What follows belongs to an exercise in optimizing a design on an open flow for small area, a short achievable clock period and few clock cycles per item; a production flow would make more cautious choices. In this exercise RTL edits were held to simulation tests only and were not proved equivalent to the original. Power and IR drop assume default switching activity.

File: design/flow/config.mk
export PLATFORM = sky130hd
export DESIGN_NAME = AuctionSearch
export DESIGN_NICKNAME = AuctionSearch
export VERILOG_FILES = /design/flow/design.v
export SDC_FILE = /design/flow/constraint.sdc
export NUM_CORES = 4
export LEC_CHECK = 0
export CAP_MARGIN = 20
export CORE_MARGIN = 2
export CORE_UTILIZATION = 40
export PLACE_DENSITY = 0.6
export SLEW_MARGIN = 20
File: design/flow/constraint.sdc
create_clock -name core_clock -period 4.0 [get_ports {clock}]
set_input_delay 0.8000 -clock core_clock [delete_from_list [all_inputs] [get_ports {clock}]]
set_output_delay 0.8000 -clock core_clock [all_outputs]
set_load 0.01 [all_outputs]
File: design/flow/design.v
module ProcessingElement(
  input         clock,
  input         io_rewardIn_valid,
  input  [7:0]  io_rewardIn_bits_reward,
  input  [10:0] io_rewardIn_bits_idx,
  output [10:0] io_agentIdx,
  input  [7:0]  io_price,
  output [7:0]  io_benefit,
  output [7:0]  io_oldPrice,
  output [7:0]  io_id
);
  reg [7:0] s1_reward;
  reg [7:0] s1_idx;
  reg       s1_valid;
  always @(posedge clock) begin
    s1_reward <= io_rewardIn_bits_reward;
    s1_idx    <= io_rewardIn_bits_idx[7:0];
    s1_valid  <= io_rewardIn_valid;
  end
  assign io_agentIdx = {3'd0, io_rewardIn_bits_idx[7:0]};
  wire [8:0] diff = {1'b0, s1_reward} - {1'b0, io_price};
  assign io_benefit  = (s1_valid & ~diff[8]) ? diff[7:0] : 8'd0;
  assign io_oldPrice = io_price;
  assign io_id       = s1_idx;
endmodule
module SearchTask(
  input         clock,
  input         reset,
  input         io_inValid,
  input         io_inLast,
  output        io_inReady,
  input  [63:0] io_benefit,
  input  [63:0] io_oldPrice,
  input  [63:0] io_id,
  input         io_resultOut_ready,
  output        io_resultOut_valid,
  output [10:0] io_resultOut_bits_winner,
  output [7:0]  io_resultOut_bits_bid
);
  reg       s_valid;    
  reg       s_last;     
  reg       act;        
  reg       done;       
  reg [7:0] accBest;
  reg [7:0] accSecond;
  reg [7:0] accId;
  reg [7:0] accPrice;
  wire busy = (done & ~io_resultOut_ready) | (s_valid & s_last);
  assign io_inReady = ~busy;
  wire [7:0] b [0:7];
  wire [7:0] p [0:7];
  wire [7:0] x [0:7];
  genvar k;
  generate
    for (k = 0; k < 8; k = k + 1) begin : lane
      assign b[k] = io_benefit[8*k +: 8];
      assign p[k] = io_oldPrice[8*k +: 8];
      assign x[k] = io_id[8*k +: 8];
    end
  endgenerate
  reg        g [0:7][0:7];
  reg  [7:0] ga;   
  reg  [7:0] gs;   
  integer i, j;
  always @* begin
    for (i = 0; i < 8; i = i + 1) begin
      for (j = 0; j < 8; j = j + 1)
        g[i][j] = (i < j) ? (b[i] >= b[j]) : 1'b0;
      ga[i] = accBest >= b[i];
      gs[i] = accSecond >= b[i];
    end
  end
  reg [8:0] beat_by [0:7];
  always @* begin
    for (i = 0; i < 8; i = i + 1) begin
      beat_by[i][8] = act & ga[i];
      beat_by[i][7] = act & gs[i];
      for (j = 0; j < 7; j = j + 1)
        beat_by[i][j] = (j < i) ? g[j][i] : ~g[i][j+1];
    end
  end
  function none9(input [8:0] v);
    none9 = ~|v;
  endfunction
  function one9(input [8:0] v);
    reg n01, o01, n23, o23, n45, o45, n67, o67, n03, o03, n47, o47, n07, o07;
    begin
      n01 = ~v[0] & ~v[1]; o01 = v[0] ^ v[1];
      n23 = ~v[2] & ~v[3]; o23 = v[2] ^ v[3];
      n45 = ~v[4] & ~v[5]; o45 = v[4] ^ v[5];
      n67 = ~v[6] & ~v[7]; o67 = v[6] ^ v[7];
      n03 = n01 & n23; o03 = (o01 & n23) | (n01 & o23);
      n47 = n45 & n67; o47 = (o45 & n67) | (n45 & o67);
      n07 = n03 & n47; o07 = (o03 & n47) | (n03 & o47);
      one9 = (o07 & ~v[8]) | (n07 & v[8]);
    end
  endfunction
  function one8(input [7:0] v);
    one8 = one9({1'b0, v});
  endfunction
  reg [7:0] wL, r1L;
  reg       wA, r1A, r1S;
  always @* begin
    for (i = 0; i < 8; i = i + 1) begin
      wL[i]  = none9(beat_by[i]);
      r1L[i] = one9(beat_by[i]);
    end
    wA  = act & (&ga);
    r1A = act & one8(~ga);
    r1S = act & (&gs);
  end
  reg [7:0] nBest, nSecond, nId, nPrice;
  always @* begin
    nBest   = {8{wA}}  & accBest;
    nSecond = ({8{r1A}} & accBest) | ({8{r1S}} & accSecond);
    nId     = {8{wA}}  & accId;
    nPrice  = {8{wA}}  & accPrice;
    for (i = 0; i < 8; i = i + 1) begin
      nBest   = nBest   | ({8{wL[i]}}  & b[i]);
      nSecond = nSecond | ({8{r1L[i]}} & b[i]);
      nId     = nId     | ({8{wL[i]}}  & x[i]);
      nPrice  = nPrice  | ({8{wL[i]}}  & p[i]);
    end
  end
  always @(posedge clock) begin
    if (reset) begin
      s_valid <= 1'b0;
      act     <= 1'b0;
      done    <= 1'b0;
    end else begin
      s_valid <= io_inValid & ~busy;
      if (s_valid) begin
        act  <= ~s_last;
        done <= s_last;
      end else if (io_resultOut_ready) begin
        done <= 1'b0;
      end
    end
    s_last <= io_inLast;
    if (s_valid) begin
      accBest   <= nBest;
      accSecond <= nSecond;
      accId     <= nId;
      accPrice  <= nPrice;
    end
  end
  wire [7:0] gap = accBest - accSecond;
  wire [7:0] inc = (accBest == accSecond) ? 8'd1 : gap;
  assign io_resultOut_valid       = done;
  assign io_resultOut_bits_winner = {3'd0, accId};
  assign io_resultOut_bits_bid    = (accBest == 8'd0) ? 8'd0 : accPrice + inc;
endmodule
module AuctionSearch(
  input         clock,
  input         reset,
  output        io_rewardIn_0_ready,
  input         io_rewardIn_0_valid,
  input  [7:0]  io_rewardIn_0_reward,
  input  [10:0] io_rewardIn_0_idx,
  input         io_rewardIn_0_last,
  output [10:0] io_agentIdx_0,
  input  [7:0]  io_price_0,
  output        io_rewardIn_1_ready,
  input         io_rewardIn_1_valid,
  input  [7:0]  io_rewardIn_1_reward,
  input  [10:0] io_rewardIn_1_idx,
  output [10:0] io_agentIdx_1,
  input  [7:0]  io_price_1,
  output        io_rewardIn_2_ready,
  input         io_rewardIn_2_valid,
  input  [7:0]  io_rewardIn_2_reward,
  input  [10:0] io_rewardIn_2_idx,
  output [10:0] io_agentIdx_2,
  input  [7:0]  io_price_2,
  output        io_rewardIn_3_ready,
  input         io_rewardIn_3_valid,
  input  [7:0]  io_rewardIn_3_reward,
  input  [10:0] io_rewardIn_3_idx,
  output [10:0] io_agentIdx_3,
  input  [7:0]  io_price_3,
  output        io_rewardIn_4_ready,
  input         io_rewardIn_4_valid,
  input  [7:0]  io_rewardIn_4_reward,
  input  [10:0] io_rewardIn_4_idx,
  output [10:0] io_agentIdx_4,
  input  [7:0]  io_price_4,
  output        io_rewardIn_5_ready,
  input         io_rewardIn_5_valid,
  input  [7:0]  io_rewardIn_5_reward,
  input  [10:0] io_rewardIn_5_idx,
  output [10:0] io_agentIdx_5,
  input  [7:0]  io_price_5,
  output        io_rewardIn_6_ready,
  input         io_rewardIn_6_valid,
  input  [7:0]  io_rewardIn_6_reward,
  input  [10:0] io_rewardIn_6_idx,
  output [10:0] io_agentIdx_6,
  input  [7:0]  io_price_6,
  output        io_rewardIn_7_ready,
  input         io_rewardIn_7_valid,
  input  [7:0]  io_rewardIn_7_reward,
  input  [10:0] io_rewardIn_7_idx,
  output [10:0] io_agentIdx_7,
  input  [7:0]  io_price_7,
  input         io_resultOut_ready,
  output        io_resultOut_valid,
  output [10:0] io_resultOut_winner,
  output [7:0]  io_resultOut_bid
);
  wire        ready;
  wire [63:0] benefit, oldPrice, id;
  assign io_rewardIn_0_ready = ready;
  assign io_rewardIn_1_ready = ready;
  assign io_rewardIn_2_ready = ready;
  assign io_rewardIn_3_ready = ready;
  assign io_rewardIn_4_ready = ready;
  assign io_rewardIn_5_ready = ready;
  assign io_rewardIn_6_ready = ready;
  assign io_rewardIn_7_ready = ready;
  ProcessingElement pes_0 (
    .clock(clock),
    .io_rewardIn_valid(io_rewardIn_0_valid),
    .io_rewardIn_bits_reward(io_rewardIn_0_reward),
    .io_rewardIn_bits_idx(io_rewardIn_0_idx),
    .io_agentIdx(io_agentIdx_0),
    .io_price(io_price_0),
    .io_benefit(benefit[7:0]),
    .io_oldPrice(oldPrice[7:0]),
    .io_id(id[7:0])
  );
  ProcessingElement pes_1 (
    .clock(clock),
    .io_rewardIn_valid(io_rewardIn_1_valid),
    .io_rewardIn_bits_reward(io_rewardIn_1_reward),
    .io_rewardIn_bits_idx(io_rewardIn_1_idx),
    .io_agentIdx(io_agentIdx_1),
    .io_price(io_price_1),
    .io_benefit(benefit[15:8]),
    .io_oldPrice(oldPrice[15:8]),
    .io_id(id[15:8])
  );
  ProcessingElement pes_2 (
    .clock(clock),
    .io_rewardIn_valid(io_rewardIn_2_valid),
    .io_rewardIn_bits_reward(io_rewardIn_2_reward),
    .io_rewardIn_bits_idx(io_rewardIn_2_idx),
    .io_agentIdx(io_agentIdx_2),
    .io_price(io_price_2),
    .io_benefit(benefit[23:16]),
    .io_oldPrice(oldPrice[23:16]),
    .io_id(id[23:16])
  );
  ProcessingElement pes_3 (
    .clock(clock),
    .io_rewardIn_valid(io_rewardIn_3_valid),
    .io_rewardIn_bits_reward(io_rewardIn_3_reward),
    .io_rewardIn_bits_idx(io_rewardIn_3_idx),
    .io_agentIdx(io_agentIdx_3),
    .io_price(io_price_3),
    .io_benefit(benefit[31:24]),
    .io_oldPrice(oldPrice[31:24]),
    .io_id(id[31:24])
  );
  ProcessingElement pes_4 (
    .clock(clock),
    .io_rewardIn_valid(io_rewardIn_4_valid),
    .io_rewardIn_bits_reward(io_rewardIn_4_reward),
    .io_rewardIn_bits_idx(io_rewardIn_4_idx),
    .io_agentIdx(io_agentIdx_4),
    .io_price(io_price_4),
    .io_benefit(benefit[39:32]),
    .io_oldPrice(oldPrice[39:32]),
    .io_id(id[39:32])
  );
  ProcessingElement pes_5 (
    .clock(clock),
    .io_rewardIn_valid(io_rewardIn_5_valid),
    .io_rewardIn_bits_reward(io_rewardIn_5_reward),
    .io_rewardIn_bits_idx(io_rewardIn_5_idx),
    .io_agentIdx(io_agentIdx_5),
    .io_price(io_price_5),
    .io_benefit(benefit[47:40]),
    .io_oldPrice(oldPrice[47:40]),
    .io_id(id[47:40])
  );
  ProcessingElement pes_6 (
    .clock(clock),
    .io_rewardIn_valid(io_rewardIn_6_valid),
    .io_rewardIn_bits_reward(io_rewardIn_6_reward),
    .io_rewardIn_bits_idx(io_rewardIn_6_idx),
    .io_agentIdx(io_agentIdx_6),
    .io_price(io_price_6),
    .io_benefit(benefit[55:48]),
    .io_oldPrice(oldPrice[55:48]),
    .io_id(id[55:48])
  );
  ProcessingElement pes_7 (
    .clock(clock),
    .io_rewardIn_valid(io_rewardIn_7_valid),
    .io_rewardIn_bits_reward(io_rewardIn_7_reward),
    .io_rewardIn_bits_idx(io_rewardIn_7_idx),
    .io_agentIdx(io_agentIdx_7),
    .io_price(io_price_7),
    .io_benefit(benefit[63:56]),
    .io_oldPrice(oldPrice[63:56]),
    .io_id(id[63:56])
  );
  SearchTask search (
    .clock(clock),
    .reset(reset),
    .io_inValid(io_rewardIn_0_valid),
    .io_inLast(io_rewardIn_0_last),
    .io_inReady(ready),
    .io_benefit(benefit),
    .io_oldPrice(oldPrice),
    .io_id(id),
    .io_resultOut_ready(io_resultOut_ready),
    .io_resultOut_valid(io_resultOut_valid),
    .io_resultOut_bits_winner(io_resultOut_winner),
    .io_resultOut_bits_bid(io_resultOut_bid)
  );
endmodule
File: design/flow/run.sh
#!/bin/bash
# synth_recipe.tcl (not shown) runs the flow's synth.tcl, then flattens the netlist and writes it again
# the make line also repeats each setting of config.mk as NAME=value (left out here)
make -C /OpenROAD-flow-scripts/flow DESIGN_CONFIG=/design/flow/config.mk WORK_HOME=/design/flow/orfs CLKGATE_MAP_FILE= SYNTH_SCRIPT=/design/flow/synth_recipe.tcl finish
==> notes.md <==
-- power by group through the flow --
stage / clock network (mW) / registers, mW / logic (mW)
2_1_floorplan: 0 / 1.97 / 2.57
3_3_place_gp: 0 / 1.97 / 5.06
3_5_place_dp: 0 / 1.97 / 5.16
4_1_cts: 1.88 / 1.94 / 5.83
5_1_grt: 1.94 / 1.95 / 6.84
6_report: 1.87 / 1.94 / 6.39
-- synth_stat cells, types with 15 or more instances --
cell and count:
nand2_1 131, dfxtp_1 140, o21ai_0 98, xnor2_1 23, nor2b_1 45, a2111o_1 21
nand3_1 35, inv_1 206, a211oi_1 18, nor2_1 126, o211ai_1 15, a221o_1 28
a22o_1 25, nand2b_1 58, a2111oi_0 24, buf_4 98, a21oi_1 113, edfxtp_1 32
a21o_1 32, o21a_1 47, clkbuf_1 16, nor3_1 49, ha_1 466
-- worst max path at each step --
| stage | to | slack [ns] | depth (start not counted) |
|---|---|---|---|
| after global placement | search.accSecond[0]$_DFFE_PP_ | -2.63 | 28 |
| final | search.accSecond[5]$_DFFE_PP_ | -1.46 | 27 |
| after CTS | search.accSecond[6]$_DFFE_PP_ | -1.34 | 27 |
| after floorplan | search.accSecond[6]$_DFFE_PP_ | -1.41 | 26 |
| after detailed placement | search.accSecond[0]$_DFFE_PP_ | -2.66 | 28 |
| after global routing | search.accSecond[5]$_DFFE_PP_ | -1.62 | 27 |
-- stage by stage --
stage	hold WS, ns	total power [mW]	utilization [%]
finish	0.5224	10.21	67.44
global route	0.5229	10.72	67.44
CTS	0.5093	9.643	64.70
detailed placement	0.4962	7.129	58.24
global placement	0.4870	7.033	58.23
floorplan	0.4372	4.541	-
-- cell type report --
class | count | area (µm²) | area share (%)
clock buffer | 17 | 425.4 | 1.361
clock inverter | 15 | 220.2 | 0.7044
inverter | 218 | 889.6 | 2.845
multi-input combinational | 1658 | 16020 | 51.24
sequential | 172 | 3765 | 12.04
tap | 607 | 759.5 | 2.429
timing repair buffer | 1051 | 9184 | 29.38
-- per-layer routing --
metal | vias to the layer above | share of wire (%) | GRT usage, %
met2 | 965 | 46 | 64.43
met5 | - | 0 | 0
li1 | 9786 | - | -
met4 | 0 | 6.9 | 23.60
met3 | 294 | 7.4 | 6.103
met1 | 10090 | 39 | 46.17
-- kinds of logic after synthesis --
kind of cell	Yosys count	synth area share (%)
AND/OR/NAND/NOR	536	14.35
adder cells (fa/ha/maj)	476	32.25
multiplexers	6	0.3480
other	1	0.02006
flip-flops	172	20.13
AO/OA/AOI/OAI	575	22.38
buffers and inverters	340	8.833
XOR/XNOR	36	1.686
-- repair_timing --
| item | in CTS | in global routing |
|---|---|---|
| setup buffers | 92 | 55 |
| endpoints found under the setup margin | 39 | 37 |
| hold buffers | 0 | 0 |
| cloned | 3 | 2 |
| pin swaps | 159 | 142 |
| resized for setup | 516 | 185 |
==> flow_metrics.py <==
metrics = {
    "clocking": {
        "clk_pin_slew_worst_paths_ns": 0.09,
        "cts_buffers": 17,
        "htree_levels": 4,
        "worstSkewPairLatency_ns": 0.47,
        "cts_tree": "done",
        "cts.sink_count": 172,
        "root_buffer": "clkbuf_16",
        "clk_path_buf_depth": 2,
    },
    "grt": {
        "grt_pass1_wl_um": 135200,
        "grt_overflow": 0,
        "grt_max_degree": 36,
        "globalRouteTotalUtil_pct": 38.46,
        "grt_pass1_vias": 21330,
        "antenna_found_initial": 0,
    },
    "critical_path": {
        "cp-startpoint": "io_price_5[0]",
        "r2r_start": "pes_5.s1_reward[0]$_DFF_P_",
        "crit_top_cell": "a21oi_2",
        "path_class": "input pin to register",
        "critPathTopFamily": "compound AO/OA/AOI/OAI gates",
        "end_kind": "register",
        "critical_path_buf_inv_count": 6,
        "rr_worst_depth": 27,
        "cp_max_fo": 6,
        "crit_path_top_delay_cell": "or4b_1",
        "reg2reg_to": "search.accSecond[5]$_DFFE_PP_",
        "cp.arrival_ns": 5.66,
        "cp.required_ns": 4.21,
        "regToRegSetupSlack_ns": -1.41,
        "startpoint_type": "input pin",
        "slowest_delay_ns": 0.46,
    },
    "cells_and_area": {
        "fillers": 3788,
        "area_growth_syn_to_layout_pct": 67.20,
        "fin_cells": 3738,
        "final_common_cell": "buf_4",
        "antenna_cells": 0,
        "layout_common_cells": "673 x buf_4, 379 x ha_1, 226 x clkdlybuf4s50_1, 145 x inv_1, 139 x dfxtp_1",
        "stdcell_area_mm2": 0.03126,
        "layout.nets": 3822,
        "final_layout_size_suffix_gt1_share_pct": 40.53,
    },
    "placed_design": {
        "dpl_worst_slack_ns": -2.664,
        "dp_cells": 3567,
        "detailed_place_hpwl_um": 75880,
        "gp_congestion": 1.031,
        "portBuffers": 292,
        "dpl_cell_area_mm2": 0.02700,
    },
    "sta": {
        "finClkSkew_ns": 0.01863,
        "setup_tns_ns": -40.99,
        "fmax_mhz": 183.2,
        "setup_ws_ns": -1.459,
        "slew_headroom_pct": 56.04,
        "hold_viol_final": 0,
        "fin_crit_ns": 5.459,
        "tightest_slew_ns": 0.6569,
        "post-route-period-util_pct": 136.5,
        "setup_viol": 36,
        "rsz0062_at_grt": "yes",
        "drv_slew": 0,
    },
    "yosys": {
        "yosys.area.top_type": "ha_1",
        "synth_edf_count": 32,
        "ys.flop_type": "dfxtp_1",
        "syn_inst": 2142,
        "ys_top_cells_by_area": "ha_1 31%, dfxtp_1 15%, edfxtp_1 5.1%, inv_1 4.1%, buf_4 3.9%",
        "async_flop_share_pct": 0,
        "ys_seq_elements": 172,
        "synth_top_cell_area_share_pct": 31.18,
        "yosysSeqAreaShare_pct": 20.13,
        "syn_area_mm2": 0.01870,
        "synth_area_per_cell_um2": 8.729,
        "yosysUniqueCellTypes": 91,
        "yosysWarnings": 4,
    },
    "status": {
        "status": "complete, but fails checks",
        "so_faults": "setup timing",
    },
    "drt": {
        "vias": 21130,
        "wirelength_um": 95550,
        "drtAntennaViolNets": 0,
        "drtIter0Drc": 1532,
        "drt-pass1-iter-count": 7,
        "drc": 0,
        "vias_per_cell": 5.654,
        "detail_route.wl_per_cell_um": 25.56,
    },
    "floorplan": {
        "die_height_um": 220.2,
        "start_util_pct": 40.33,
        "num_rows": 79,
        "dieArea_mm2": 0.04849,
        "die_w_um": 220.2,
        "io_pins": 344,
        "core_mm2": 0.04636,
    },
    "power_and_ir_drop": {
        "p_int_mw": 5.948,
        "power_frac_seq_pct": 19.0,
        "switching_power_mw": 4.258,
        "p_leak_nw": 14.60,
        "clockPowerShare_pct": 18.3,
        "ir_drop_mv": 0.3475,
        "comb_power_share_pct": 62.7,
        "p_per_area_mw_per_mm2": 326.4,
        "switching_share_pct": 41.72,
    },
    "min_path": {
        "hold_start": "search.s_last$_DFF_P_",
        "hold_depth": 1,
        "hold_end": "search.act$_SDFFE_PP0P_",
        "min-delay-path-class": "register to register",
    },
    "job": {
        "max-cap-violations": 0,
    },
}
Testbench counts, summed over its fixed seeds: cycles 31,933, rounds 5,813.

## port drivers added, routing unchanged
The results above use ideal ports. As a check the final layout listed here was re-extracted and re-timed, cells and wires unchanged.
Step 1 sets driving cells, clkbuf_16 on the clock port and buf_2 on the other inputs (assumed; they add their load-dependent delay and slew).
Step 2 times the ports against the registers' clock, not the clock port: input delays grow and output delays shrink by t, the midpoint of the rising clock arrivals with the driver on.
Slacks: no drivers / after step 1 / after step 2; pairs: no drivers / after step 1.
t, ns: 0.515
slack for setup (ns): -1.459 / -1.449 / -1.964
worst hold slack (ns): 0.522 / 0.522 / 0.522
clock arrival spread, ns: 0.018 / 0.018
worst slew at a driven data input, ns: 0.09
For this run, drivers alone change the setup slack by +0.010 ns; drivers and shift together by -0.505 ns.
